This is an optimization exercise on Yosys and OpenROAD, whose aim is small area, a short achievable clock period and few clock cycles, not a production implementation.
Function was checked by simulation only, so behaviour that the tests miss may differ from the original.
Power figures rest on the tool's default switching activity, not on a simulated workload.

--- run.sh ---
#!/bin/bash
# synth_recipe.tcl (not shown) runs the flow's synth.tcl, then flattens the netlist and writes it again
# the make line also repeats each setting of config.mk as NAME=value (left out here)
make -C /OpenROAD-flow-scripts/flow DESIGN_CONFIG=/design/flow/config.mk WORK_HOME=/design/flow/orfs CLKGATE_MAP_FILE= SYNTH_SCRIPT=/design/flow/synth_recipe.tcl finish
--- config.mk ---
export PLATFORM = sky130hd
export DESIGN_NAME = CHIP
export DESIGN_NICKNAME = CHIP
export VERILOG_FILES = /design/flow/design.v
export SDC_FILE = /design/flow/constraint.sdc
export NUM_CORES = 4
export LEC_CHECK = 0
export CAP_MARGIN = 20
export CORE_MARGIN = 2
export CORE_UTILIZATION = 45
export PLACE_DENSITY = 0.6
export SETUP_SLACK_MARGIN = 5
export SLEW_MARGIN = 20
--- constraint.sdc ---
create_clock -name core_clock -period 12.0 [get_ports {clk}]
set_input_delay 2.4000 -clock core_clock [delete_from_list [all_inputs] [get_ports {clk}]]
set_output_delay 2.4000 -clock core_clock [all_outputs]
set_load 0.01 [all_outputs]
--- design.v ---
module CHIP (	clk,
                rst_n,
                mem_read_D,
                mem_write_D,
                mem_addr_D,
                mem_wdata_D,
                mem_rdata_D,
                mem_ready_D,
                mem_read_I,
                mem_write_I,
                mem_addr_I,
                mem_wdata_I,
                mem_rdata_I,
                mem_ready_I,
                DCACHE_addr,
                DCACHE_wdata,
                DCACHE_wen
            );
input			clk, rst_n;
output			mem_read_D;
output			mem_write_D;
output	[31:4]	mem_addr_D;
output	[127:0]	mem_wdata_D;
input	[127:0]	mem_rdata_D;
input			mem_ready_D;
output			mem_read_I;
output			mem_write_I;
output	[31:4]	mem_addr_I;
output	[127:0]	mem_wdata_I;
input	[127:0]	mem_rdata_I;
input			mem_ready_I;
output	[29:0]	DCACHE_addr;
output	[31:0]	DCACHE_wdata;
output			DCACHE_wen;
    integer i;
    function [31:0] swap;
        input [31:0] v;
        swap = {v[7:0], v[15:8], v[23:16], v[31:24]};
    endfunction
    reg  [29:0] pc;                  
    reg         d_valid;
    reg  [29:0] d_pc;
    reg  [31:0] d_ins;
    reg         e_we, e_load, e_store, e_br, e_bne, e_pred, e_jalr, e_link;
    reg  [4:0]  e_rd;
    reg  [31:0] e_a, e_b, e_sd;
    reg         e_fm1, e_fw1, e_fm2, e_fw2, e_sfm, e_sfw;
    reg         e_sub, e_sra;
    reg  [5:0]  e_fsel;              
    reg         e_sl;                
    reg  [29:0] e_alt;               
    reg  [29:0] e_pc4;               
    reg         m_we, m_load, m_store;
    reg  [4:0]  m_rd;
    reg  [31:0] m_res, m_sd;
    reg         w_we;
    reg  [4:0]  w_rd;
    reg  [31:0] w_data;
    reg  [31:0] regs [1:31];
    wire        freeze;              
    wire        ex_redirect;
    wire [29:0] ex_target;
    reg  [1:0]   iv [0:3];           
    reg  [25:0]  it0 [0:3], it1 [0:3];
    reg  [127:0] id0 [0:3], id1 [0:3];
    reg  [3:0]   ilru;               
    reg          ibusy;
    reg  [27:0]  ireq;
    wire [27:0] pc_line = pc[29:2];
    wire [1:0]  pset    = pc[3:2];
    wire        ih0 = iv[pset][0] & (it0[pset] == pc[29:4]);
    wire        ih1 = iv[pset][1] & (it1[pset] == pc[29:4]);
    wire        ifwd = mem_ready_I & (ireq == pc_line);
    wire [127:0] iline = ih0 ? id0[pset] : ih1 ? id1[pset] : mem_rdata_I;
    wire        if_ok = ih0 | ih1 | ifwd;
    wire [31:0] if_ins = swap(iline[pc[1:0]*32 +: 32]);
    wire [27:0] nl1 = pc_line + 28'd1;
    wire [27:0] nl2 = pc_line + 28'd2;
    wire        p1 = (iv[nl1[1:0]][0] & (it0[nl1[1:0]] == nl1[27:2])) |
                     (iv[nl1[1:0]][1] & (it1[nl1[1:0]] == nl1[27:2]));
    wire        p2 = (iv[nl2[1:0]][0] & (it0[nl2[1:0]] == nl2[27:2])) |
                     (iv[nl2[1:0]][1] & (it1[nl2[1:0]] == nl2[27:2]));
    wire        id_redirect;
    assign mem_read_I  = ibusy;
    assign mem_write_I = 1'b0;
    assign mem_addr_I  = ireq;
    assign mem_wdata_I = 128'b0;
    wire [1:0] fset = ireq[1:0];
    wire       fway = ~iv[fset][0] ? 1'b0 : ~iv[fset][1] ? 1'b1 : ilru[fset];
    always @(posedge clk) begin
        if (!rst_n) begin
            ibusy <= 1'b0;
            ilru  <= 4'b0;
            for (i = 0; i < 4; i = i + 1) iv[i] <= 2'b00;
        end else begin
            if (ibusy) begin
                if (mem_ready_I) begin
                    ibusy <= 1'b0;
                    if (fway) begin
                        iv[fset][1] <= 1'b1;
                        it1[fset]   <= ireq[27:2];
                        id1[fset]   <= mem_rdata_I;
                    end else begin
                        iv[fset][0] <= 1'b1;
                        it0[fset]   <= ireq[27:2];
                        id0[fset]   <= mem_rdata_I;
                    end
                    ilru[fset] <= ~fway;
                end
            end else if (!if_ok && !ex_redirect && !id_redirect) begin
                ibusy <= 1'b1;
                ireq  <= pc_line;
            end else if (!p1) begin
                ibusy <= 1'b1;
                ireq  <= nl1;
            end else if (!p2) begin
                ibusy <= 1'b1;
                ireq  <= nl2;
            end
            if (ih0 | ih1) ilru[pset] <= ih0;
        end
    end
    wire [4:0]  op  = d_ins[6:2];
    wire [2:0]  f3  = d_ins[14:12];
    wire [4:0]  rs1 = d_ins[19:15];
    wire [4:0]  rs2 = d_ins[24:20];
    wire [4:0]  rd  = d_ins[11:7];
    wire is_r   = op == 5'b01100;
    wire is_i   = op == 5'b00100;
    wire is_ld  = op == 5'b00000;
    wire is_st  = op == 5'b01000;
    wire is_br  = op == 5'b11000;
    wire is_jal = op == 5'b11011;
    wire is_jr  = op == 5'b11001;
    wire use1   = ~is_jal;
    wire use2   = is_r | is_st | is_br;
    wire wr     = is_r | is_i | is_ld | is_jal | is_jr;
    wire [31:0] imm_i = {{20{d_ins[31]}}, d_ins[31:20]};
    wire [31:0] imm_s = {{20{d_ins[31]}}, d_ins[31:25], d_ins[11:7]};
    wire [29:0] imm_b = {{20{d_ins[31]}}, d_ins[7], d_ins[30:25], d_ins[11:9]};
    wire [29:0] imm_j = {{12{d_ins[31]}}, d_ins[19:12], d_ins[20], d_ins[30:22]};
    wire [29:0] br_tgt = d_pc + imm_b;
    wire [29:0] j_tgt  = d_pc + imm_j;
    wire [29:0] pc4    = d_pc + 30'd1;
    wire [31:0] r1 = (rs1 == 5'd0) ? 32'd0 : (w_we && w_rd == rs1) ? w_data : regs[rs1];
    wire [31:0] r2 = (rs2 == 5'd0) ? 32'd0 : (w_we && w_rd == rs2) ? w_data : regs[rs2];
    wire ld_use = d_valid & e_load & (e_rd != 5'd0) &
                  ((use1 & (rs1 == e_rd)) | (use2 & (rs2 == e_rd)));
    wire pred   = is_br & d_ins[31];     
    assign id_redirect = d_valid & (is_jal | pred) & ~ld_use & ~freeze & ~ex_redirect;
    wire [29:0] id_target = is_jal ? j_tgt : br_tgt;
    wire m1 = e_we & (e_rd != 5'd0) & (e_rd == rs1);
    wire w1 = m_we & (m_rd != 5'd0) & (m_rd == rs1);
    wire m2 = e_we & (e_rd != 5'd0) & (e_rd == rs2);
    wire w2 = m_we & (m_rd != 5'd0) & (m_rd == rs2);
    wire useimm = is_i | is_ld | is_st | is_jr;
    wire [3:0] fn = is_r ? {d_ins[30], f3} : (is_i ? {f3 == 3'b101 && d_ins[30], f3} : 4'b0000);
    always @(posedge clk) begin
        if (!rst_n) begin
            e_we <= 1'b0; e_load <= 1'b0; e_store <= 1'b0; e_br <= 1'b0;
            e_jalr <= 1'b0; e_link <= 1'b0;
        end else if (!freeze) begin
            if (ex_redirect || ld_use || !d_valid) begin
                e_we <= 1'b0; e_load <= 1'b0; e_store <= 1'b0; e_br <= 1'b0;
                e_jalr <= 1'b0; e_link <= 1'b0;
            end else begin
                e_we <= wr; e_load <= is_ld; e_store <= is_st; e_br <= is_br;
                e_jalr <= is_jr; e_link <= is_jal | is_jr;
            end
            e_rd   <= rd;
            e_bne  <= f3[0];
            e_pred <= pred;
            e_a    <= r1;
            e_b    <= useimm ? (is_st ? imm_s : imm_i) : r2;
            e_sd   <= r2;
            e_fm1  <= m1;
            e_fw1  <= w1 & ~m1;
            e_fm2  <= m2 & ~useimm;
            e_fw2  <= w2 & ~m2 & ~useimm;
            e_sfm  <= m2;
            e_sfw  <= w2 & ~m2;
            e_sub  <= (fn == 4'b1000) | (fn[2:0] == 3'b010) | is_br;
            e_sra  <= fn[3];
            e_sl   <= fn[2:0] == 3'b001;
            e_fsel <= {fn[1:0] == 2'b01,                
                       fn[2:0] == 3'b010,               
                       fn[2:0] == 3'b100,               
                       fn[2:0] == 3'b110,               
                       fn[2:0] == 3'b111,               
                       fn[2:0] == 3'b000};              
            e_alt  <= pred ? pc4 : br_tgt;
            e_pc4  <= pc4;
        end
    end
    wire [31:0] opa = e_fm1 ? m_res : e_fw1 ? w_data : e_a;
    wire [31:0] opb = e_fm2 ? m_res : e_fw2 ? w_data : e_b;
    wire [31:0] sdv = e_sfm ? m_res : e_sfw ? w_data : e_sd;
    wire [31:0] sum = opa + (e_sub ? ~opb : opb) + {31'd0, e_sub};
    wire        lt  = (opa[31] ^ opb[31]) ? opa[31] : sum[31];
    wire [31:0] shr = $signed({e_sra & opa[31], opa}) >>> opb[4:0];
    wire [31:0] shl = opa << opb[4:0];
    wire [31:0] alu = ({32{e_fsel[0]}} & sum) |
                      ({32{e_fsel[1]}} & (opa & opb)) |
                      ({32{e_fsel[2]}} & (opa | opb)) |
                      ({32{e_fsel[3]}} & (opa ^ opb)) |
                      ({32{e_fsel[4]}} & {31'd0, lt}) |
                      ({32{e_fsel[5]}} & (e_sl ? shl : shr));
    wire        eq  = (opa == opb);
    assign ex_redirect = (e_br & ((eq ^ e_bne) ^ e_pred)) | e_jalr;
    assign ex_target   = e_jalr ? sum[31:2] : e_alt;
    always @(posedge clk) begin
        if (!rst_n) begin
            m_we <= 1'b0; m_load <= 1'b0; m_store <= 1'b0;
        end else if (!freeze) begin
            m_we    <= e_we;
            m_load  <= e_load;
            m_store <= e_store;
            m_rd    <= e_rd;
            m_res   <= e_link ? {e_pc4, 2'b00} : alu;
            m_sd    <= sdv;
        end
    end
    localparam ND = 8;
    localparam NB = 3;
    reg  [ND-1:0] dv, dd;
    reg  [3:0]    dm   [0:ND-1];
    reg  [27:0]   dtag [0:ND-1];
    reg  [127:0]  ddat [0:ND-1];
    reg  [NB-1:0] vptr;
    reg  [1:0]    est;               
    reg  [NB-1:0] eline;
    wire [27:0]   m_line = m_res[31:4];
    wire [1:0]    m_word = m_res[3:2];
    reg  [ND-1:0] dh, dwv;
    always @(*) for (i = 0; i < ND; i = i + 1) begin
        dh[i]  = dv[i] & (dtag[i] == m_line);
        dwv[i] = dm[i][m_word];
    end
    wire          taghit = |dh;
    wire          wvalid = |(dh & dwv);
    reg  [NB-1:0] hidx;
    always @(*) begin
        hidx = {NB{1'b0}};
        for (i = 0; i < ND; i = i + 1) if (dh[i]) hidx = hidx | i[NB-1:0];
    end
    wire          eng_idle  = est == 2'd0;
    wire          vdirty    = dv[vptr] & dd[vptr];
    wire          alloc_ok  = ~vdirty & (eng_idle | (eline != vptr));
    wire          st_wbhit  = (est == 2'd2) & dh[eline];
    assign freeze = (m_load & ~(taghit & wvalid)) |
                    (m_store & (taghit ? st_wbhit : ~alloc_ok));
    wire          st_hit    = m_store & taghit & ~st_wbhit;
    wire          st_alloc  = m_store & ~taghit & alloc_ok;
    wire          ld_alloc  = m_load & ~taghit & alloc_ok & eng_idle;
    wire          ld_fill   = m_load & taghit & ~wvalid & eng_idle;
    reg  [127:0] dline;
    always @(*) begin
        dline = 128'd0;
        for (i = 0; i < ND; i = i + 1) dline = dline | ({128{dh[i]}} & ddat[i]);
    end
    wire [31:0] ld_val = swap(dline[m_word*32 +: 32]);
    wire [31:0] st_val = swap(m_sd);
    assign mem_read_D  = est == 2'd1;
    assign mem_write_D = est == 2'd2;
    assign mem_addr_D  = dtag[eline];
    assign mem_wdata_D = ddat[eline];
    assign DCACHE_wen   = m_store;
    assign DCACHE_addr  = m_res[31:2];
    assign DCACHE_wdata = st_val;
    integer k;
    always @(posedge clk) begin
        if (!rst_n) begin
            dv <= {ND{1'b0}};
            dd <= {ND{1'b0}};
            vptr <= {NB{1'b0}};
            est <= 2'd0;
            eline <= {NB{1'b0}};
        end else begin
            case (est)
            2'd0: begin
                if (ld_fill) begin
                    est <= 2'd1; eline <= hidx;
                end else if (ld_alloc) begin
                    est <= 2'd1; eline <= vptr;
                end else if (vdirty) begin
                    est   <= (dm[vptr] == 4'hf) ? 2'd2 : 2'd1;
                    eline <= vptr;
                end
            end
            2'd1: if (mem_ready_D) begin
                est <= 2'd0;
                dm[eline] <= 4'hf;
                for (k = 0; k < 4; k = k + 1)
                    if (!dm[eline][k]) ddat[eline][k*32 +: 32] <= mem_rdata_D[k*32 +: 32];
            end
            default: if (mem_ready_D) begin
                est <= 2'd0;
                dd[eline] <= 1'b0;
            end
            endcase
            if (ld_alloc | st_alloc) begin
                dv[vptr]   <= 1'b1;
                dtag[vptr] <= m_line;
                dm[vptr]   <= st_alloc ? (4'b0001 << m_word) : 4'b0000;
                dd[vptr]   <= st_alloc;
                vptr <= vptr + 1'b1;
            end
            if (st_alloc) ddat[vptr][m_word*32 +: 32] <= st_val;
            if (st_hit) begin
                dd[hidx] <= 1'b1;
                dm[hidx][m_word] <= 1'b1;
                ddat[hidx][m_word*32 +: 32] <= st_val;
            end
        end
    end
    always @(posedge clk) begin
        if (!rst_n) begin
            w_we <= 1'b0;
        end else if (!freeze) begin
            w_we   <= m_we;
            w_rd   <= m_rd;
            w_data <= m_load ? ld_val : m_res;
        end
    end
    always @(posedge clk) begin
        if (!rst_n) begin
            for (i = 1; i < 32; i = i + 1) regs[i] <= 32'd0;
        end else if (w_we && w_rd != 5'd0) begin
            regs[w_rd] <= w_data;
        end
    end
    always @(posedge clk) begin
        if (!rst_n) begin
            pc <= 30'd0;
            d_valid <= 1'b0;
        end else if (!freeze) begin
            if (ex_redirect) begin
                pc <= ex_target;
                d_valid <= 1'b0;
            end else if (ld_use) begin
            end else if (id_redirect) begin
                pc <= id_target;
                d_valid <= 1'b0;
            end else begin
                d_valid <= if_ok;
                d_pc    <= pc;
                d_ins   <= if_ins;
                if (if_ok) pc <= pc + 30'd1;
            end
        end
    end
endmodule
==> impl_metrics.yaml, run 1 <==
run_status:
  status: "no timing/DRC/antenna violations"
layout:
  nets: 15160
  fill_cells: 39280
  fin_cells: 21350
  areaGrowthSynthToFinish_pct: 12.55
  drive_above_1_share_pct: 25.51
logic_synthesis:
  ys.flop_type: "edfxtp_1"
  ys_seq_elements: 3937
  synth_area_um2: 211500
  synth_edf_count: 3852
  syn-instance-count: 14630
  ys_seq_area_share_pct: 55.50
  ys_types: 98
  ys.warnings.count: 1
  synthArstFlopShare_pct: 0
  syn_area_per_cell_um2: 14.46
detailed_routing:
  drc: 0
  drt_iter0_markers: 19490
  drtAntennaViolNets: 0
  dr_total_vias: 139600
  drt-total-wl_um: 747000
  vias_per_cell: 6.538
  drtPass1Iterations: 9
  wl_per_cell_um: 34.99
floorplan:
  coreArea_um2: 467600
  fp.dieW_um: 689.6
  io_pins: 639
  rows: 251
  start_util_pct: 45.23
  die_height_um: 689.6
  die-area_um2: 475500
timing:
  min_period_over_period_pct: 58.11
  hold_viol_final: 0
  slew_violations: 0
  fin_tns_setup_ns: 0
  rsz0062_at_grt: "yes"
  holdWs_ns: 0.4273
  worst_pin_slew_ns: 1.303
  maxSlewHeadroom_pct: 13.12
  fin_skew_ns: 0.1840
  final-setup-viol-count: 0
  finalCriticalPeriod_ns: 6.973
  clock.fmax_mhz: 143.4
worst_setup_path:
  critPathKind: "flip-flop to flip-flop"
  cp_cell_sequence: "buf_4 -> xor2_1 -> nand4b_1 -> nor2_2 -> and3_4 -> buf_6 -> nor4_1 -> nand2_1 -> a31oi_2 -> nor4_4 -> buf_12 -> buf_12 -> nand2_4 -> o21ai_4 -> buf_4"
  max_stage_delay_ns: 0.71
  crit_cells: 15
  crit_family: "simple AND/OR/NAND/NOR gates"
  crit_slowest_cell: "edfxtp_1"
  cp.arrival_ns: 7.62
  path_max_fanout: 48
  end_kind: "flip-flop"
  crit_path_start_kind: "flip-flop"
  reg2reg_depth: 15
  crit_buf_inv: 5
  cp_data_required_time_ns: 12.65
global_routing:
  grt_max_degree: 154
  grt_pass1_vias: 136100
  gr-total-overflow: 0
  antenna_found_initial: 107
  grt_pass1_wl_um: 1041000
  track_usage_pct: 30.62
placement:
  hpwl_um: 460500
  port_buffers: 501
  dp.cells: 20480
  routabilityCongestion: 0.9712
pwr:
  peakVddDrop_uv: 153.4
  p_per_area_nw_per_um2: 142.5
  power_leakage_uw: 0.07909
  p_total_uw: 33910
min_path:
  hold_class: "flip-flop to flip-flop"
  min_path_cells: 2
clock_tree:
  hold_buffers: 0
  clk_latency_ns: 1.09
  clockRootBuffer: "clkbuf_16"
  clk_pin_slew_ns: 0.06
  cts.sinks: 3937
  cts_buffer_depth: 4
  cts_buffers: 435
  htreeDepth: 5
  cts_tree: "done"
run:
  cap_violations: 0
==> per-layer routing <==
layer | vias up | share of wire [%] | track usage [%]
met5 | - | 0.047 | 0
met4 | 60 | 4.8 | 12.93
met3 | 1504 | 11 | 6.575
met2 | 8026 | 45 | 46.88
met1 | 72270 | 39 | 42.40
li1 | 57700 | - | -
==> cell type report <==
class | count | area (um^2) | share of cell area, %
sequential | 3937 | 117400 | 49.33
multi-input combinational | 9242 | 88940 | 37.36
clock buffer | 518 | 11300 | 4.747
timing repair buffer | 962 | 8931 | 3.752
tap | 6198 | 7755 | 3.258
clock inverter | 293 | 2990 | 1.256
inverter | 153 | 581.8 | 0.2444
antenna | 44 | 110.1 | 0.04626
==> power breakdown <==
part | internal, uW | switching (uW)
Combinational | 1610 | 2980
Clock | 7710 | 5860
Sequential | 15500 | 252
Total | 24800 | 9090
==> layout by cell type, fill, tap and decap left out, drive strengths merged, types with 461 or more instances in the layout <==
cell type      instances
mux2                1375
clkbuf               518
buf                  461
mux2i                583
mux4                1200
xnor2                468
clkdlybuf4s50        500
nand2                663
edfxtp              3852
and2                 966
==> registers in the layout, indices dropped and copies added, names as in the netlist, 32 cells and up, named ones only <==
name	cells
m_res	32
ddat	1024
e_a	32
it1	104
dm	32
id1	480
dtag	224
regs	1024
id0	480
m_sd	32
e_sd	32
e_b	32
it0	104
w_data	32
==> Yosys cell counts, types with 130 or more instances <==
cell type     n  area, um^2
o211ai_1    149        1119
and2_1      964        6031
mux4_2     1200       27030
nand2_1     655        2459
xor2_1      150        1314
inv_1       145       544.3
nand4_1     269        1683
a211oi_1    130       975.9
buf_4       188        1411
xnor2_1     468        4099
mux2_2     1251       14090
o21ai_0     420        2102
a21oi_1     408        2042
mux2i_1     580        5806
buf_1       191       716.9
a22oi_1     346        2597
nand3_1     153       765.7
nor2_1      439        1648
clkbuf_1    944        3543
ha_1        162        2027
edfxtp_1   3852      115700
==> path summary, 6_finish.rpt <==
check	end	from	slack [ns]
setup / recovery	ddat[4][27]	m_res[23]	5.03
hold / removal	w_we	m_we	0.43
setup reg to reg	ddat[4][27]	m_res[23]	5.03
hold reg to reg	w_we	m_we	0.43
==> tightest hold or removal path: cells and delay by family (launching register included) <==
family,cells,cell delay [ns]
AND/OR/NAND/NOR,1,0.06
AO/OA/AOI/OAI,1,0.05
flip-flops,1,0.32
==> cell families (layout without fill, tap and decap cells) <==
kind of cell,Yosys count,in the layout,synth area share [%]
DFF,3937,3937,55.50
adders and majority gates,165,165,0.9868
muxes,3158,3158,23.02
AOI/OAI and AO/OA,2050,2050,6.544
xor gates and xnor gates,646,646,2.858
buffers and inverters,1610,1926,3.341
and+or+nand+nor,3060,3062,7.752
other,1,205,0.001773
==> timing repair <==
item	in CTS	in global routing
pin swaps	1	3
gates resized for setup	10	8
buffers inserted	8	3
cloned	2	1
endpoints found under the setup margin	759	269
==> stage by stage <==
stage / cell area, um^2 / util, % / setup slack [ns]
after detailed placement: 223300 / 47.76 / 4.222
final: 238000 / 50.90 / 5.027
after CTS: 237800 / 50.86 / 5.049
after global routing: 238000 / 50.89 / 4.952
after floorplan: 212200 / - / 3.985
after global placement: 223300 / 47.76 / 4.278
Testbench counts, summed over its fixed seeds: cycles 188,594.
==> run 2, diff against run 1 <==
--- a/design.v
+++ b/design.v
@@ -53,6 +53,7 @@
     reg         m_we, m_load, m_store;
     reg  [4:0]  m_rd;
     reg  [31:0] m_res, m_sd;
+    reg  [29:0] st_addr;             
     reg         w_we;
     reg  [4:0]  w_rd;
     reg  [31:0] w_data;
@@ -66,58 +67,72 @@
     reg  [3:0]   ilru;               
     reg          ibusy;
     reg  [27:0]  ireq;
+    reg          sbv;
+    reg  [27:0]  sbtag;
+    reg  [127:0] sbdat;
     wire [27:0] pc_line = pc[29:2];
     wire [1:0]  pset    = pc[3:2];
     wire        ih0 = iv[pset][0] & (it0[pset] == pc[29:4]);
     wire        ih1 = iv[pset][1] & (it1[pset] == pc[29:4]);
+    wire        ihs = sbv & (sbtag == pc_line);
     wire        ifwd = mem_ready_I & (ireq == pc_line);
-    wire [127:0] iline = ih0 ? id0[pset] : ih1 ? id1[pset] : mem_rdata_I;
-    wire        if_ok = ih0 | ih1 | ifwd;
+    wire [127:0] iline = ih0 ? id0[pset] : ih1 ? id1[pset] : ihs ? sbdat : mem_rdata_I;
+    wire        if_ok = ih0 | ih1 | ihs | ifwd;
     wire [31:0] if_ins = swap(iline[pc[1:0]*32 +: 32]);
     wire [27:0] nl1 = pc_line + 28'd1;
     wire [27:0] nl2 = pc_line + 28'd2;
-    wire        p1 = (iv[nl1[1:0]][0] & (it0[nl1[1:0]] == nl1[27:2])) |
+    wire        c1 = (iv[nl1[1:0]][0] & (it0[nl1[1:0]] == nl1[27:2])) |
                      (iv[nl1[1:0]][1] & (it1[nl1[1:0]] == nl1[27:2]));
-    wire        p2 = (iv[nl2[1:0]][0] & (it0[nl2[1:0]] == nl2[27:2])) |
+    wire        c2 = (iv[nl2[1:0]][0] & (it0[nl2[1:0]] == nl2[27:2])) |
                      (iv[nl2[1:0]][1] & (it1[nl2[1:0]] == nl2[27:2]));
+    wire        s1 = sbv & (sbtag == nl1);
+    wire        s2 = sbv & (sbtag == nl2);
     wire        id_redirect;
+    wire        id_jump;             
     assign mem_read_I  = ibusy;
     assign mem_write_I = 1'b0;
     assign mem_addr_I  = ireq;
     assign mem_wdata_I = 128'b0;
-    wire [1:0] fset = ireq[1:0];
-    wire       fway = ~iv[fset][0] ? 1'b0 : ~iv[fset][1] ? 1'b1 : ilru[fset];
+    wire        promote = (ihs & ~ih0 & ~ih1) | (ibusy & mem_ready_I & s1);
+    wire [1:0]  sset = sbtag[1:0];
+    wire        sway = ~iv[sset][0] ? 1'b0 : ~iv[sset][1] ? 1'b1 : ilru[sset];
     always @(posedge clk) begin
         if (!rst_n) begin
             ibusy <= 1'b0;
             ilru  <= 4'b0;
+            sbv   <= 1'b0;
             for (i = 0; i < 4; i = i + 1) iv[i] <= 2'b00;
         end else begin
+            if (ih0 | ih1) ilru[pset] <= ih0;
+            if (promote) begin
+                if (sway) begin
+                    iv[sset][1] <= 1'b1;
+                    it1[sset]   <= sbtag[27:2];
+                    id1[sset]   <= sbdat;
+                end else begin
+                    iv[sset][0] <= 1'b1;
+                    it0[sset]   <= sbtag[27:2];
+                    id0[sset]   <= sbdat;
+                end
+                ilru[sset] <= ~sway;
+            end
             if (ibusy) begin
                 if (mem_ready_I) begin
                     ibusy <= 1'b0;
-                    if (fway) begin
-                        iv[fset][1] <= 1'b1;
-                        it1[fset]   <= ireq[27:2];
-                        id1[fset]   <= mem_rdata_I;
-                    end else begin
-                        iv[fset][0] <= 1'b1;
-                        it0[fset]   <= ireq[27:2];
-                        id0[fset]   <= mem_rdata_I;
-                    end
-                    ilru[fset] <= ~fway;
+                    sbv   <= 1'b1;
+                    sbtag <= ireq;
+                    sbdat <= mem_rdata_I;
                 end
-            end else if (!if_ok && !ex_redirect && !id_redirect) begin
+            end else if (!if_ok && !e_br && !e_jalr && !id_jump) begin
                 ibusy <= 1'b1;
                 ireq  <= pc_line;
-            end else if (!p1) begin
+            end else if (!c1 && !s1) begin
                 ibusy <= 1'b1;
                 ireq  <= nl1;
-            end else if (!p2) begin
+            end else if ((c1 || s1) && !c2 && !s2) begin
                 ibusy <= 1'b1;
                 ireq  <= nl2;
             end
-            if (ih0 | ih1) ilru[pset] <= ih0;
         end
     end
     wire [4:0]  op  = d_ins[6:2];
@@ -147,6 +162,7 @@
     wire ld_use = d_valid & e_load & (e_rd != 5'd0) &
                   ((use1 & (rs1 == e_rd)) | (use2 & (rs2 == e_rd)));
     wire pred   = is_br & d_ins[31];     
+    assign id_jump = d_valid & (is_jal | pred);
     assign id_redirect = d_valid & (is_jal | pred) & ~ld_use & ~freeze & ~ex_redirect;
     wire [29:0] id_target = is_jal ? j_tgt : br_tgt;
     wire m1 = e_we & (e_rd != 5'd0) & (e_rd == rs1);
@@ -218,6 +234,7 @@
             m_rd    <= e_rd;
             m_res   <= e_link ? {e_pc4, 2'b00} : alu;
             m_sd    <= sdv;
+            if (e_store) st_addr <= sum[31:2];
         end
     end
     localparam ND = 8;
@@ -245,9 +262,21 @@
     end
     wire          eng_idle  = est == 2'd0;
     wire          vdirty    = dv[vptr] & dd[vptr];
+    wire [NB-1:0] vptr1     = vptr + 1'b1;
+    wire          cln_sel   = ~vdirty;
+    reg  [NB-1:0] cptr;
+    integer j;
+    always @(*) begin
+        cptr = vptr;
+        for (j = ND-1; j >= 0; j = j - 1)
+            if (dv[vptr + j[NB-1:0]] & dd[vptr + j[NB-1:0]]) cptr = vptr + j[NB-1:0];
+    end
+    wire          cdirty    = dv[cptr] & dd[cptr];
     wire          alloc_ok  = ~vdirty & (eng_idle | (eline != vptr));
-    wire          st_wbhit  = (est == 2'd2) & dh[eline];
-    assign freeze = (m_load & ~(taghit & wvalid)) |
+    wire          fill_now  = (est == 2'd1) & mem_ready_D;
+    wire          st_wbhit  = ((est == 2'd2) | fill_now) & dh[eline];
+    wire          ld_fwd    = (est == 2'd1) & mem_ready_D & dh[eline] & ~wvalid;
+    assign freeze = (m_load & ~(taghit & wvalid) & ~ld_fwd) |
                     (m_store & (taghit ? st_wbhit : ~alloc_ok));
     wire          st_hit    = m_store & taghit & ~st_wbhit;
     wire          st_alloc  = m_store & ~taghit & alloc_ok;
@@ -258,14 +287,16 @@
         dline = 128'd0;
         for (i = 0; i < ND; i = i + 1) dline = dline | ({128{dh[i]}} & ddat[i]);
     end
-    wire [31:0] ld_val = swap(dline[m_word*32 +: 32]);
+    wire [31:0] ld_val = swap(ld_fwd ? mem_rdata_D[m_word*32 +: 32] : dline[m_word*32 +: 32]);
     wire [31:0] st_val = swap(m_sd);
     assign mem_read_D  = est == 2'd1;
     assign mem_write_D = est == 2'd2;
-    assign mem_addr_D  = dtag[eline];
-    assign mem_wdata_D = ddat[eline];
+    reg  [27:0]  eaddr;
+    reg  [127:0] ewdata;
+    assign mem_addr_D  = eaddr;
+    assign mem_wdata_D = ewdata;
     assign DCACHE_wen   = m_store;
-    assign DCACHE_addr  = m_res[31:2];
+    assign DCACHE_addr  = st_addr;
     assign DCACHE_wdata = st_val;
     integer k;
     always @(posedge clk) begin
@@ -279,19 +310,19 @@
             case (est)
             2'd0: begin
                 if (ld_fill) begin
-                    est <= 2'd1; eline <= hidx;
+                    est <= 2'd1; eline <= hidx; eaddr <= m_line;
                 end else if (ld_alloc) begin
-                    est <= 2'd1; eline <= vptr;
-                end else if (vdirty) begin
-                    est   <= (dm[vptr] == 4'hf) ? 2'd2 : 2'd1;
-                    eline <= vptr;
+                    est <= 2'd1; eline <= vptr; eaddr <= m_line;
+                end else if (cdirty & ~(m_store & dh[cptr]) & ~(st_alloc & cln_sel)) begin
+                    est    <= (dm[cptr] == 4'hf) ? 2'd2 : 2'd1;
+                    eline  <= cptr;
+                    eaddr  <= dtag[cptr];
+                    ewdata <= ddat[cptr];
                 end
             end
             2'd1: if (mem_ready_D) begin
                 est <= 2'd0;
                 dm[eline] <= 4'hf;
-                for (k = 0; k < 4; k = k + 1)
-                    if (!dm[eline][k]) ddat[eline][k*32 +: 32] <= mem_rdata_D[k*32 +: 32];
             end
             default: if (mem_ready_D) begin
                 est <= 2'd0;
@@ -305,14 +336,19 @@
                 dd[vptr]   <= st_alloc;
                 vptr <= vptr + 1'b1;
             end
-            if (st_alloc) ddat[vptr][m_word*32 +: 32] <= st_val;
             if (st_hit) begin
                 dd[hidx] <= 1'b1;
                 dm[hidx][m_word] <= 1'b1;
-                ddat[hidx][m_word*32 +: 32] <= st_val;
             end
         end
     end
+    wire [ND-1:0] st_line = ({ND{st_hit}} & dh) | ({ND{st_alloc}} & ({{(ND-1){1'b0}}, 1'b1} << vptr));
+    always @(posedge clk) begin
+        for (i = 0; i < ND; i = i + 1)
+            for (k = 0; k < 4; k = k + 1)
+                if ((fill_now & (eline == i) & ~dm[i][k]) | (st_line[i] & (m_word == k)))
+                    ddat[i][k*32 +: 32] <= (fill_now & (eline == i)) ? mem_rdata_D[k*32 +: 32] : st_val;
+    end
     always @(posedge clk) begin
         if (!rst_n) begin
             w_we <= 1'b0;
==> flow/run.sh (new file) <==
#!/bin/bash
set -euo pipefail
cd "$(dirname "$0")/.."
echo "export SETUP_SLACK_MARGIN = 7.5" >> config.mk
bash standard.sh > standard.log 2>&1
==> standard.sh (new file) <==
#!/bin/bash
# synth_recipe.tcl (not shown) runs the flow's synth.tcl, then flattens the netlist and writes it again
# the make line also repeats each setting of config.mk as NAME=value (left out here)
make -C /OpenROAD-flow-scripts/flow DESIGN_CONFIG=/design/flow/config.mk WORK_HOME=/design/flow/orfs CLKGATE_MAP_FILE= SYNTH_SCRIPT=/design/flow/synth_recipe.tcl "${@:-finish}"
--- a/config.mk
+++ b/config.mk
@@ -9,5 +9,5 @@
 export CORE_MARGIN = 2
 export CORE_UTILIZATION = 45
 export PLACE_DENSITY = 0.6
-export SETUP_SLACK_MARGIN = 5
 export SLEW_MARGIN = 20
+export SETUP_SLACK_MARGIN = 7.5
removed: run.sh
==> impl_metrics.yaml, run 2 <==
logic_synthesis:
  post-synth-top-count-cell: "edfxtp_1"
  synth_compound_area_share_pct: 6.965
  syn-instance-count: 17540
  synth_fa_ha_area_share_pct: 0.9945
  synthXorXnorAreaFrac_pct: 3.040
  ys_types: 98
  synth_edf_count: 4186
  ys_top_cells_by_count: "edfxtp_1, nand2_1, mux4_2"
  synthMuxAreaShare_pct: 14.99
  ys.warnings.count: 2
  synth_area_um2: 222400
  synthArstFlopShare_pct: 0
  synth_area_leaders: "edfxtp_1, mux4_2, nand2_1"
  ys_seq_area_share_pct: 57.23
  syn_area_per_cell_um2: 12.68
  yosys.area_share.simple_pct: 13.26
  ys_seq_elements: 4266
  synth_top_family_by_area: "multiplexers"
  yosys.area.top_type: "edfxtp_1"
  synth_top_area_share_pct: 56.51
  ys.flop_type: "edfxtp_1"
layout:
  fin_cells: 24990
  final_cell_mix: "edfxtp_1, nand2_1, mux4_2, and2_1, buf_4"
  drive_above_1_share_pct: 20.28
  reg.largest.list: "ddat (1024), regs (1024)"
  nets: 18450
  layout_commonest_cell: "edfxtp_1"
  areaGrowthSynthToFinish_pct: 17.29
  finish.instance_area_um2: 260900
  fill_cells: 40980
clock_tree:
  clk_latency_ns: 1.12
  hold_buffers: 0
  cts_buffers: 460
  cts.sinks: 4266
  clk_pin_slew_ns: 0.06
  cts_buffer_depth: 4
  cts_tree: "done"
  clockRootBuffer: "clkbuf_16"
  htreeDepth: 5
timing:
  slew_violations: 0
  worst_pin_slew_ns: 1.374
  fin_tns_setup_ns: 0
  min_period_over_period_pct: 40.98
  finalCriticalPeriod_ns: 4.918
  maxSlewHeadroom_pct: 8.402
  hold_viol_final: 0
  clock.fmax_mhz: 203.3
  final-setup-viol-count: 0
  fin_skew_ns: 0.1479
  rsz0062_at_grt: "yes"
worst_setup_path:
  cp_data_required_time_ns: 12.77
  end_kind: "flip-flop"
  path_max_fanout: 5
  critPathKind: "flip-flop to flip-flop"
  cp.arrival_ns: 5.69
  crit_path_start_kind: "flip-flop"
pwr:
  p_sw_share_pct: 27.54
  peakVddDrop_uv: 143.5
  p_switching_uw: 10160
  power_leakage_uw: 0.09088
  p_per_area_nw_per_um2: 141.4
  pwr-share-seq_pct: 46.1
  comb_power_share_pct: 15.4
  clockPowerShare_pct: 38.5
  intPower_uw: 26730
global_routing:
  gr-total-overflow: 0
  grt_pass1_wl_um: 1216000
  antenna_found_initial: 124
  grt_max_degree: 107
  grt_pass1_vias: 156000
  track_usage_pct: 34.35
floorplan:
  io_pins: 639
  fp.dieW_um: 707.1
  die_height_um: 707.1
  start_util_pct: 45.13
  die-area_um2: 499900
  rows: 258
  coreArea_um2: 492900
placement:
  routabilityCongestion: 0.9541
  place_area_um2: 234300
  dp.cells: 23500
  port_buffers: 501
  hpwl_um: 516300
detailed_routing:
  vias_per_cell: 6.622
  wl_per_cell_um: 35.95
  dr_total_vias: 165500
  drt-total-wl_um: 898400
  drc: 0
  drt_iter0_markers: 28810
  drtPass1Iterations: 10
  drtAntennaViolNets: 0
run:
  cap_violations: 0
min_path:
  hold_class: "flip-flop to flip-flop"
run_status:
  status: "no timing/DRC/antenna violations"
==> run 2: what timing repair did <==
item,4_1_cts,5_1_grt
buffers inserted,324,107
cloned,79,43
gates resized for setup,990,298
pin swaps,150,99
endpoints found under the setup margin,3859,3076
==> run 2: final cells by class <==
| class | count | area (um^2) | area share [%] |
|---|---|---|---|
| clock buffers | 581 | 12230 | 4.689 |
| clock inverters | 254 | 2477 | 0.9495 |
| well taps | 6500 | 8133 | 3.117 |
| diodes | 99 | 247.7 | 0.09495 |
| multi-input cells | 11620 | 92880 | 35.60 |
| repair buffers | 1473 | 16740 | 6.417 |
| flip-flops and latches | 4266 | 127400 | 48.82 |
| inverters | 201 | 819.5 | 0.3141 |
==> run 2: path summary, 6_finish.rpt <==
| kind | from | endpoint | slack (ns) | cells past startpoint |
|---|---|---|---|---|
| worst min register to register | d_ins[8] | e_rd[1] | 0.47 | 0 |
| worst max-delay path | e_fw2 | m_res[23] | 7.08 | 19 |
| worst max register to register | e_fw2 | m_res[23] | 7.08 | 19 |
| worst min-delay path | d_ins[8] | e_rd[1] | 0.47 | 0 |
==> run 2: critical path: stages, from the launching register on <==
cell      delay, ns
edfxtp_1       0.35
buf_6          0.16
buf_12         0.17
mux2i_4        0.37
nor2_4         0.09
a21oi_4        0.31
buf_6          0.16
xnor2_2        0.05
ha_1           0.34
a21o_1         0.17
a21o_1         0.15
a221o_1        0.36
a221o_2        0.44
o21ai_2        0.15
or4b_4         0.49
a31oi_4        0.20
xor2_2         0.19
inv_2          0.10
a221oi_4       0.30
a21oi_2        0.07
==> run 2: routing by layer <==
metal / up-vias / global-route usage [%] / share of wire [%]
li1: 66750 / - / -
met1: 82300 / 44.91 / 35
met2: 13340 / 50.27 / 43
met3: 3025 / 10.58 / 14
met4: 70 / 20.88 / 7.4
met5: - / 0 / 0.060
==> run 2: power by group through the flow <==
stage | Sequential (uW) | Combinational, uW | Clock (uW)
2_1_floorplan | 17300 | 2870 | 0
3_3_place_gp | 17400 | 4700 | 0
3_5_place_dp | 17400 | 4720 | 0
4_1_cts | 17000 | 5310 | 14200
5_1_grt | 17000 | 5860 | 14800
6_report | 17000 | 5670 | 14200
==> run 2: per-stage QoR <==
step	hold slack (ns)	total power [uW]	util, %	worst slack [ns]
floorplan	0.4029	20170	-	2.014
global placement	0.4642	22070	47.53	4.706
detailed placement	0.4709	22100	47.54	4.594
CTS	0.4818	36560	52.20	7.197
global route	0.4899	37680	52.91	6.946
finish	0.4743	36890	52.93	7.082
==> run 2: cells by family after synthesis <==
kind of cell	Yosys count
buffers and inverters	1850
AND/OR/NAND/NOR	6471
other	1
adder cells (fa/ha/maj)	175
flip-flops	4266
XOR/XNOR	750
multiplexers	1807
AO/OA/AOI/OAI	2223
Testbench counts of run 2, summed over its fixed seeds: cycles 161,696.
==> run 3, diff against run 2 <==
--- a/design.v
+++ b/design.v
@@ -37,6 +37,17 @@
         input [31:0] v;
         swap = {v[7:0], v[15:8], v[23:16], v[31:24]};
     endfunction
+    function [119:0] ipack;
+        input [127:0] l;
+        integer n;
+        reg [31:0] w;
+        begin
+            for (n = 0; n < 4; n = n + 1) begin
+                w = swap(l[n*32 +: 32]);
+                ipack[n*30 +: 30] = w[31:2];
+            end
+        end
+    endfunction
     reg  [29:0] pc;                  
     reg         d_valid;
     reg  [29:0] d_pc;
@@ -49,7 +60,6 @@
     reg  [5:0]  e_fsel;              
     reg         e_sl;                
     reg  [29:0] e_alt;               
-    reg  [29:0] e_pc4;               
     reg         m_we, m_load, m_store;
     reg  [4:0]  m_rd;
     reg  [31:0] m_res, m_sd;
@@ -63,22 +73,22 @@
     wire [29:0] ex_target;
     reg  [1:0]   iv [0:3];           
     reg  [25:0]  it0 [0:3], it1 [0:3];
-    reg  [127:0] id0 [0:3], id1 [0:3];
+    reg  [119:0] id0 [0:3], id1 [0:3];
     reg  [3:0]   ilru;               
     reg          ibusy;
     reg  [27:0]  ireq;
     reg          sbv;
     reg  [27:0]  sbtag;
-    reg  [127:0] sbdat;
+    reg  [119:0] sbdat;
     wire [27:0] pc_line = pc[29:2];
     wire [1:0]  pset    = pc[3:2];
     wire        ih0 = iv[pset][0] & (it0[pset] == pc[29:4]);
     wire        ih1 = iv[pset][1] & (it1[pset] == pc[29:4]);
     wire        ihs = sbv & (sbtag == pc_line);
     wire        ifwd = mem_ready_I & (ireq == pc_line);
-    wire [127:0] iline = ih0 ? id0[pset] : ih1 ? id1[pset] : ihs ? sbdat : mem_rdata_I;
+    wire [119:0] iline = ih0 ? id0[pset] : ih1 ? id1[pset] : ihs ? sbdat : ipack(mem_rdata_I);
     wire        if_ok = ih0 | ih1 | ihs | ifwd;
-    wire [31:0] if_ins = swap(iline[pc[1:0]*32 +: 32]);
+    wire [31:0] if_ins = {iline[pc[1:0]*30 +: 30], 2'b11};
     wire [27:0] nl1 = pc_line + 28'd1;
     wire [27:0] nl2 = pc_line + 28'd2;
     wire        c1 = (iv[nl1[1:0]][0] & (it0[nl1[1:0]] == nl1[27:2])) |
@@ -121,11 +131,12 @@
                     ibusy <= 1'b0;
                     sbv   <= 1'b1;
                     sbtag <= ireq;
-                    sbdat <= mem_rdata_I;
+                    sbdat <= ipack(mem_rdata_I);
                 end
             end else if (!if_ok && !e_br && !e_jalr && !id_jump) begin
                 ibusy <= 1'b1;
                 ireq  <= pc_line;
+            end else if (e_br || e_jalr || id_jump || (d_valid && (is_br || is_jr))) begin
             end else if (!c1 && !s1) begin
                 ibusy <= 1'b1;
                 ireq  <= nl1;
@@ -204,8 +215,7 @@
                        fn[2:0] == 3'b110,               
                        fn[2:0] == 3'b111,               
                        fn[2:0] == 3'b000};              
-            e_alt  <= pred ? pc4 : br_tgt;
-            e_pc4  <= pc4;
+            e_alt  <= (pred | ~is_br) ? pc4 : br_tgt;    
         end
     end
     wire [31:0] opa = e_fm1 ? m_res : e_fw1 ? w_data : e_a;
@@ -232,7 +242,7 @@
             m_load  <= e_load;
             m_store <= e_store;
             m_rd    <= e_rd;
-            m_res   <= e_link ? {e_pc4, 2'b00} : alu;
+            m_res   <= e_link ? {e_alt, 2'b00} : alu;
             m_sd    <= sdv;
             if (e_store) st_addr <= sum[31:2];
         end
@@ -260,7 +270,7 @@
         hidx = {NB{1'b0}};
         for (i = 0; i < ND; i = i + 1) if (dh[i]) hidx = hidx | i[NB-1:0];
     end
-    wire          eng_idle  = est == 2'd0;
+    wire          eng_idle  = ~est[0] & ~est[1];
     wire          vdirty    = dv[vptr] & dd[vptr];
     wire [NB-1:0] vptr1     = vptr + 1'b1;
     wire          cln_sel   = ~vdirty;
@@ -273,9 +283,9 @@
     end
     wire          cdirty    = dv[cptr] & dd[cptr];
     wire          alloc_ok  = ~vdirty & (eng_idle | (eline != vptr));
-    wire          fill_now  = (est == 2'd1) & mem_ready_D;
-    wire          st_wbhit  = ((est == 2'd2) | fill_now) & dh[eline];
-    wire          ld_fwd    = (est == 2'd1) & mem_ready_D & dh[eline] & ~wvalid;
+    wire          fill_now  = est[0] & mem_ready_D;
+    wire          st_wbhit  = (est[1] | fill_now) & dh[eline];
+    wire          ld_fwd    = est[0] & mem_ready_D & dh[eline] & ~wvalid;
     assign freeze = (m_load & ~(taghit & wvalid) & ~ld_fwd) |
                     (m_store & (taghit ? st_wbhit : ~alloc_ok));
     wire          st_hit    = m_store & taghit & ~st_wbhit;
@@ -289,8 +299,8 @@
     end
     wire [31:0] ld_val = swap(ld_fwd ? mem_rdata_D[m_word*32 +: 32] : dline[m_word*32 +: 32]);
     wire [31:0] st_val = swap(m_sd);
-    assign mem_read_D  = est == 2'd1;
-    assign mem_write_D = est == 2'd2;
+    assign mem_read_D  = est[0];
+    assign mem_write_D = est[1];
     reg  [27:0]  eaddr;
     reg  [127:0] ewdata;
     assign mem_addr_D  = eaddr;
==> impl_metrics.yaml, run 3 <==
layout:
  fill_cells: 40290
  areaGrowthSynthToFinish_pct: 18.53
  final_util_pct: 53.53
  layout_commonest_cell: "edfxtp_1"
  reg.largest.list: "ddat (1024), regs (1024)"
  drive_above_1_share_pct: 20.70
  fin_cells: 25020
  nets: 18500
  final_cell_mix: "edfxtp_1, nand2_1, mux4_2, and2_1, buf_4"
detailed_routing:
  dr_total_vias: 166600
  drtAntennaViolNets: 0
  wl_per_cell_um: 36.79
  drt_iter0_markers: 28880
  drtPass1Iterations: 13
  drt-total-wl_um: 920500
  vias_per_cell: 6.662
  drc: 0
floorplan:
  die-area_um2: 497100
  start_util_pct: 45.16
  io_pins: 639
  die_height_um: 705.1
  fp.dieW_um: 705.1
  rows: 257
  coreArea_um2: 489700
logic_synthesis:
  ys_seq_area_share_pct: 57.15
  ys_seq_elements: 4236
  ys_types: 115
  yosys.area.top_type: "edfxtp_1"
  ys.flop_type: "edfxtp_1"
  syn_area_per_cell_um2: 12.70
  synth_top_area_share_pct: 56.42
  ys.warnings.count: 2
  synthArstFlopShare_pct: 0
  synth_area_um2: 221200
  post-synth-top-count-cell: "edfxtp_1"
  ys_top_cells_by_count: "edfxtp_1, nand2_1, mux4_2"
  synth_area_leaders: "edfxtp_1, mux4_2, nand2_1"
  synth_edf_count: 4156
  syn-instance-count: 17420
placement:
  port_buffers: 501
  routabilityCongestion: 0.9776
  hpwl_um: 520200
  dp.cells: 23360
timing:
  final-setup-viol-count: 0
  clock.fmax_mhz: 211.3
  fin_tns_setup_ns: 0
  finalCriticalPeriod_ns: 4.732
  maxSlewHeadroom_pct: 10.94
  slew_violations: 0
  min_period_over_period_pct: 39.43
  hold_viol_final: 0
  fin_skew_ns: 0.09020
  worst_pin_slew_ns: 1.336
  rsz0062_at_grt: "yes"
min_path:
  min_path_cells: 2
  hold_class: "flip-flop to flip-flop"
global_routing:
  gr-total-overflow: 0
  grt_pass1_wl_um: 1239000
  track_usage_pct: 35.30
  antenna_found_initial: 144
  grt_max_degree: 129
  grt_pass1_vias: 156400
worst_setup_path:
  end_kind: "flip-flop"
  cp.arrival_ns: 5.46
  crit_slowest_cell: "a2111oi_4"
  critPathKind: "flip-flop to flip-flop"
  cp_cell_sequence: "buf_12 -> clkinvlp_4 -> buf_12 -> ha_4 -> mux4_2 -> o31a_1 -> o311ai_4 -> and3_4 -> or2_4 -> buf_12 -> buf_16 -> o21ai_2 -> mux2i_2 -> nand2_1 -> a2111oi_4 -> buf_12 -> buf_16 -> buf_16"
  path_common_cell: "buf_12"
  path_max_fanout: 6
  crit_path_start_kind: "flip-flop"
  reg2reg_depth: 18
  max_stage_delay_ns: 0.43
  cp_data_required_time_ns: 12.73
clock_tree:
  cts_buffers: 458
  cts.sinks: 4236
  clk_pin_slew_ns: 0.06
  clockRootBuffer: "clkbuf_16"
  htreeDepth: 5
  cts_buffer_depth: 4
  cts_tree: "done"
  clk_latency_ns: 1.13
pwr:
  peakVddDrop_uv: 136.4
  p_total_uw: 37100
  p_per_area_nw_per_um2: 141.5
  power_leakage_uw: 0.09157
run:
  cap_violations: 0
run_status:
  status: "no timing/DRC/antenna violations"
## run 3: changes by cell type in the layout (fill, tap and decap cells not counted), moves of 35 or more
cell             before   now
a22o_1               71   112
a22oi_1             265   332
a311oi_1             63     9
a31oi_1              69   104
buf_12              103   164
buf_4               583   667
clkdlybuf4s50_1     338   406
dlygate4sd2_1       149    84
mux2_2              214   170
nand2_1            3692  3644
nand4_1             300   256
nor2_1              481   379
## run 3: timing repair
item | in CTS | in global routing
pin swaps | 130 | 103
endpoints found under the setup margin | 4221 | 2885
hold buffers | 0 | 0
setup buffers | 387 | 168
gates cloned | 94 | 68
gates resized for setup | 850 | 366
## run 3: worst paths after layout
kind	start	end	slack [ns]
max	vptr[2]	ewdata[28]	7.27
min	e_store	e_store	0.47
max reg2reg	vptr[2]	ewdata[28]	7.27
min reg2reg	e_store	e_store	0.47
## run 3: final cells by class
type                       instances  area, um^2  area share, %
antenna                           91       227.7        0.08686
clock buffer                     564       11930          4.551
clock inverter                   278        2633          1.004
inverter                         199       782.0         0.2983
multi-input combinational      11510       91990          35.09
sequential                      4236      126500          48.24
tap                             6475        8102          3.090
timing repair buffer            1661       20030          7.639
## run 3: logic make-up after synthesis
| kind of cell | count (synthesis) | synth area share [%] |
|---|---|---|
| simple gates | 6249 | 12.92 |
| buf+inv | 1852 | 3.610 |
| flops | 4236 | 57.15 |
| fa+ha+maj | 175 | 1.000 |
| compound gates | 2392 | 7.448 |
| xor+xnor | 748 | 3.063 |
| mux | 1766 | 14.81 |
| other cells | 1 | 0.001695 |
## run 3: worst max-delay path: cells and delay by family (launching register included)
kind | cells | cell delay (ns)
buffers and inverters | 8 | 1.35
AOI/OAI and AO/OA | 4 | 1.12
and+or+nand+nor | 3 | 0.66
muxes | 2 | 0.59
DFF | 1 | 0.34
adders and majority gates | 1 | 0.29
## run 3: metrics by stage
stage | instance area [um^2] | hold slack, ns | setup slack, ns
3_3_place_gp | 233100 | 0.4615 | 4.750
3_5_place_dp | 233300 | 0.4647 | 4.717
6_report | 262200 | 0.4733 | 7.268
2_1_floorplan | 222100 | 0.4029 | 2.689
5_1_grt | 262000 | 0.5108 | 7.317
4_1_cts | 257100 | 0.4714 | 7.318
## run 3: report_power, final
| group | internal [uW] | switching [uW] |
|---|---|---|
| sequential | 16700 | 233 |
| combinational | 2180 | 3900 |
| clock | 7810 | 6280 |
## run 3: per-layer routing
metal  GRT usage [%]  routed length (um)  vias up
met5          0.5575                 791        -
met4           23.62               79230      112
met3           12.25              133000     3540
met2           52.18              394700    13750
met1           43.83              312800    82500
li1                -                   -    66740
Testbench counts of run 3, summed over its fixed seeds: cycles 158,834.
==> run 4, diff against run 3 <==
--- a/design.v
+++ b/design.v
@@ -172,7 +172,7 @@
     wire [31:0] r2 = (rs2 == 5'd0) ? 32'd0 : (w_we && w_rd == rs2) ? w_data : regs[rs2];
     wire ld_use = d_valid & e_load & (e_rd != 5'd0) &
                   ((use1 & (rs1 == e_rd)) | (use2 & (rs2 == e_rd)));
-    wire pred   = is_br & d_ins[31];     
+    wire pred   = is_br & ((rs1 == rs2) ? ~f3[0] : (d_ins[31] | f3[0]));    
     assign id_jump = d_valid & (is_jal | pred);
     assign id_redirect = d_valid & (is_jal | pred) & ~ld_use & ~freeze & ~ex_redirect;
     wire [29:0] id_target = is_jal ? j_tgt : br_tgt;
@@ -274,22 +274,24 @@
     wire          vdirty    = dv[vptr] & dd[vptr];
     wire [NB-1:0] vptr1     = vptr + 1'b1;
     wire          cln_sel   = ~vdirty;
-    reg  [NB-1:0] cptr;
+    reg  [NB-1:0] cfind, cptr;
     integer j;
     always @(*) begin
-        cptr = vptr;
+        cfind = vptr;
         for (j = ND-1; j >= 0; j = j - 1)
-            if (dv[vptr + j[NB-1:0]] & dd[vptr + j[NB-1:0]]) cptr = vptr + j[NB-1:0];
+            if (dv[vptr + j[NB-1:0]] & dd[vptr + j[NB-1:0]]) cfind = vptr + j[NB-1:0];
     end
+    always @(posedge clk) cptr <= cfind;
     wire          cdirty    = dv[cptr] & dd[cptr];
+    reg           blk;
     wire          alloc_ok  = ~vdirty & (eng_idle | (eline != vptr));
     wire          fill_now  = est[0] & mem_ready_D;
-    wire          st_wbhit  = (est[1] | fill_now) & dh[eline];
+    wire          st_wbhit  = (est[1] & dh[eline]) | fill_now;
     wire          ld_fwd    = est[0] & mem_ready_D & dh[eline] & ~wvalid;
     assign freeze = (m_load & ~(taghit & wvalid) & ~ld_fwd) |
-                    (m_store & (taghit ? st_wbhit : ~alloc_ok));
+                    (m_store & (taghit ? st_wbhit : (~alloc_ok | fill_now)));
     wire          st_hit    = m_store & taghit & ~st_wbhit;
-    wire          st_alloc  = m_store & ~taghit & alloc_ok;
+    wire          st_alloc  = m_store & ~taghit & alloc_ok & ~fill_now;
     wire          ld_alloc  = m_load & ~taghit & alloc_ok & eng_idle;
     wire          ld_fill   = m_load & taghit & ~wvalid & eng_idle;
     reg  [127:0] dline;
@@ -308,6 +310,7 @@
     assign DCACHE_wen   = m_store;
     assign DCACHE_addr  = st_addr;
     assign DCACHE_wdata = st_val;
+    always @(posedge clk) blk <= rst_n & freeze & (m_load | m_store) & ~taghit & vdirty;
     integer k;
     always @(posedge clk) begin
         if (!rst_n) begin
@@ -320,15 +323,15 @@
             case (est)
             2'd0: begin
                 if (ld_fill) begin
-                    est <= 2'd1; eline <= hidx; eaddr <= m_line;
+                    est <= 2'd1; eline <= hidx;
                 end else if (ld_alloc) begin
-                    est <= 2'd1; eline <= vptr; eaddr <= m_line;
-                end else if (cdirty & ~(m_store & dh[cptr]) & ~(st_alloc & cln_sel)) begin
+                    est <= 2'd1; eline <= vptr;
+                end else if (cdirty & ((~m_load & ~m_store) | (blk & vdirty))) begin
                     est    <= (dm[cptr] == 4'hf) ? 2'd2 : 2'd1;
                     eline  <= cptr;
-                    eaddr  <= dtag[cptr];
-                    ewdata <= ddat[cptr];
                 end
+                eaddr  <= (m_load & ~(blk & vdirty)) ? m_line : dtag[cptr];
+                ewdata <= ddat[cptr];
             end
             2'd1: if (mem_ready_D) begin
                 est <= 2'd0;
@@ -357,7 +360,7 @@
         for (i = 0; i < ND; i = i + 1)
             for (k = 0; k < 4; k = k + 1)
                 if ((fill_now & (eline == i) & ~dm[i][k]) | (st_line[i] & (m_word == k)))
-                    ddat[i][k*32 +: 32] <= (fill_now & (eline == i)) ? mem_rdata_D[k*32 +: 32] : st_val;
+                    ddat[i][k*32 +: 32] <= fill_now ? mem_rdata_D[k*32 +: 32] : st_val;
     end
     always @(posedge clk) begin
         if (!rst_n) begin
==> impl_metrics.yaml, run 4 <==
layout:
  nets: 15730
  final_util_pct: 53.33
  fill_cells: 38000
  multi_input_area_um2: 83590
  drive_above_1_share_pct: 23.45
  register_area_um2: 126600
  layout_commonest_cell: "edfxtp_1"
  areaGrowthSynthToFinish_pct: 17.91
  finish.instance_area_um2: 249600
  reg.largest.list: "ddat (1024), regs (1024)"
  final_cell_mix: "edfxtp_1, mux4_2, and2_1, nand2_1, nor2_1"
pwr:
  power_leakage_uw: 0.08405
  p_per_area_nw_per_um2: 148.1
  peakVddDrop_uv: 156.8
clock_tree:
  clk_pin_slew_ns: 0.06
  cts_buffers: 451
  cts_buffer_depth: 4
  htreeDepth: 5
  cts_tree: "done"
  clk_latency_ns: 1.09
  cts.sinks: 4240
  clockRootBuffer: "clkbuf_16"
logic_synthesis:
  ys_top_cells_by_count: "edfxtp_1, mux4_2, and2_1"
  synth_area_leaders: "edfxtp_1, mux4_2, and2_1"
  yosys.area.top_type: "edfxtp_1"
  ys_seq_area_share_pct: 59.76
  ys.flop_type: "edfxtp_1"
  ys_seq_elements: 4240
  post-synth-top-count-cell: "edfxtp_1"
  synth_edf_count: 4156
  ys_types: 113
  synthArstFlopShare_pct: 0
  syn-instance-count: 14550
  synth_top_area_share_pct: 58.96
  syn_area_per_cell_um2: 14.55
  ys.warnings.count: 2
  synth_area_um2: 211700
timing:
  fin_skew_ns: 0.1354
  hold_viol_final: 0
  final-setup-viol-count: 0
  rsz0062_at_grt: "yes"
  slew_violations: 0
  finalCriticalPeriod_ns: 4.766
  worst_pin_slew_ns: 1.440
  fin_tns_setup_ns: 0
  maxSlewHeadroom_pct: 4.023
  min_period_over_period_pct: 39.71
  clock.fmax_mhz: 209.8
worst_setup_path:
  end_kind: "flip-flop"
  cp.arrival_ns: 5.67
  crit_path_start: "e_fw2"
  r2r-end: "pc[22]"
  reg2reg_from: "e_fw2"
  reg2reg_depth: 20
  path_max_fanout: 16
  cp_data_required_time_ns: 12.90
  critPathCapture: "pc[22]"
  rrSetupSlack_ns: 7.23
  critPathKind: "flip-flop to flip-flop"
  crit_path_start_kind: "flip-flop"
floorplan:
  die_height_um: 689.8
  io_pins: 639
  die-area_um2: 475800
  fp.dieW_um: 689.8
  rows: 251
  start_util_pct: 45.23
  coreArea_um2: 467900
run:
  cap_violations: 0
global_routing:
  antenna_found_initial: 96
  grt_max_degree: 118
  grt_pass1_vias: 136500
  track_usage_pct: 32.48
  grt_pass1_wl_um: 1083000
  gr-total-overflow: 0
run_status:
  status: "no timing/DRC/antenna violations"
detailed_routing:
  drt_iter0_markers: 22200
  vias_per_cell: 6.596
  drc: 0
  wl_per_cell_um: 36.76
  dr_total_vias: 144600
  drtPass1Iterations: 8
  drtAntennaViolNets: 0
  drt-total-wl_um: 805800
placement:
  hpwl_um: 478600
  place_area_um2: 224300
  routabilityCongestion: 0.9550
  port_buffers: 501
min_path:
  hold_class: "flip-flop to flip-flop"
-- run 4: cell types whose count changed in the layout (fill, tap and decap cells not counted), moves of 108 or more --
cell,previous run,this run
nand3_1,341,216
mux2i_1,372,523
o22ai_1,14,131
nand2_1,3644,942
mux2_2,170,278
nand4_1,256,135
buf_4,667,553
nor2_1,379,563
-- run 4: power breakdown --
part / switching, uW / total, uW / internal (uW)
registers: 221 / 17000 / 16700
logic: 3870 / 5930 / 2060
clock network: 6110 / 14100 / 7970
-- run 4: area by class of cell --
type,count,area share (%)
sequential,4240,50.71
multi-input combinational,8961,33.49
antenna,46,0.04612
clock inverter,283,1.149
inverter,217,0.3439
clock buffer,553,4.734
timing repair buffer,1423,6.416
tap,6198,3.107
-- run 4: critical path, stage by stage (launching register included) --
cell and delay (ns):
edfxtp_1 0.41, buf_12 0.15, buf_12 0.13, buf_16 0.18
mux2i_1 0.17, nor2_1 0.07, a21oi_2 0.47, ha_1 0.35
nor4_1 0.26, nand4_1 0.26, or3_4 0.46, a31oi_4 0.17
buf_6 0.13, nand2b_4 0.05, or2_4 0.30, nand4b_4 0.22
buf_12 0.19, buf_4 0.16, mux2i_1 0.14, a221oi_1 0.24
a21oi_1 0.10
-- run 4: cells by family (layout without fill, tap and decap cells) --
kind of cell,Yosys count,count (layout),synth area share (%)
flops,4240,4240,59.76
simple gates,3455,3487,8.278
compound gates,2366,2366,7.734
mux,2039,2039,16.89
buf+inv,1537,2476,3.105
xor+xnor,732,732,3.180
fa+ha+maj,176,176,1.051
other cells,1,207,0.001772
-- run 4: timing repair --
action,4_1_cts,5_1_grt
cloned,60,71
hold endpoints to repair,0,0
resized for setup,760,262
buffers inserted,269,117
pin swaps,140,94
hold buffers,0,0
setup endpoints to repair,4770,3570
-- run 4: metal layers --
| layer | GRT usage [%] | share of wire (%) | wire length (um) |
|---|---|---|---|
| met5 | 0 | 0.051 | 409 |
| met4 | 16.71 | 6.5 | 52280 |
| met3 | 8.701 | 13 | 103800 |
| met1 | 43.77 | 37 | 296000 |
| met2 | 48.52 | 44 | 353400 |
-- run 4: through the flow --
stage               setup WS, ns  cells  hold slack [ns]  power, uW
CTS                        7.331  21690           0.4448      36710
detailed placement         4.958  20520           0.4260      22380
floorplan                  3.692  14710           0.4029      20150
global placement           5.006  20520           0.4169      22370
finish                     7.234  21920           0.4395      36970
global route               7.139  21880           0.4545      37800
-- run 4: worst min path at each step --
| stage | startpoint | end | slack, ns | depth (start not counted) |
|---|---|---|---|---|
| after floorplan | pc[15] | d_pc[15] | 0.40 | 0 |
| after global placement | pc[23] | d_pc[23] | 0.42 | 0 |
| after detailed placement | pc[23] | d_pc[23] | 0.43 | 0 |
| after CTS | pc[23] | d_pc[23] | 0.44 | 0 |
| after global routing | pc[23] | d_pc[23] | 0.45 | 0 |
| final | pc[23] | d_pc[23] | 0.44 | 0 |
Testbench counts of run 4, summed over its fixed seeds: cycles 158,552.

## separate check: timing with driven ports
The results above use ideal ports. As a check the final layouts listed here were re-extracted and re-timed, cells and wires unchanged. Step 1 assumes that a clkbuf_16 drives the clock port and a buf_2 every other input. Step 2 times the ports against the registers' clock, not the clock port: input delays grow and output delays shrink by t, the midpoint of the rising clock arrivals with the driver on. a / b / c = ideal / step 1 / step 2; a / b = the first two.
| run | t, ns | setup WS [ns] | slew at the worst register clock pin (ns) | cell pins on the clock port's net |
|---|---|---|---|---|
| run 1 | 1.130 | 5.027 / 4.934 / 5.027 | 0.07 / 0.07 | 1 |
| run 2 | 1.166 | 7.082 / 7.082 / 6.281 | 0.07 / 0.07 | 1 |
| run 3 | 1.198 | 7.268 / 7.268 / 6.134 | 0.08 / 0.08 | 1 |
| run 4 | 1.151 | 7.234 / 7.234 / 6.275 | 0.07 / 0.07 | 1 |
After both steps every run listed still meets setup and hold. The setup slack of run 3, which loses most, moves by 0.000 ns with the drivers and by -1.134 ns with both steps.
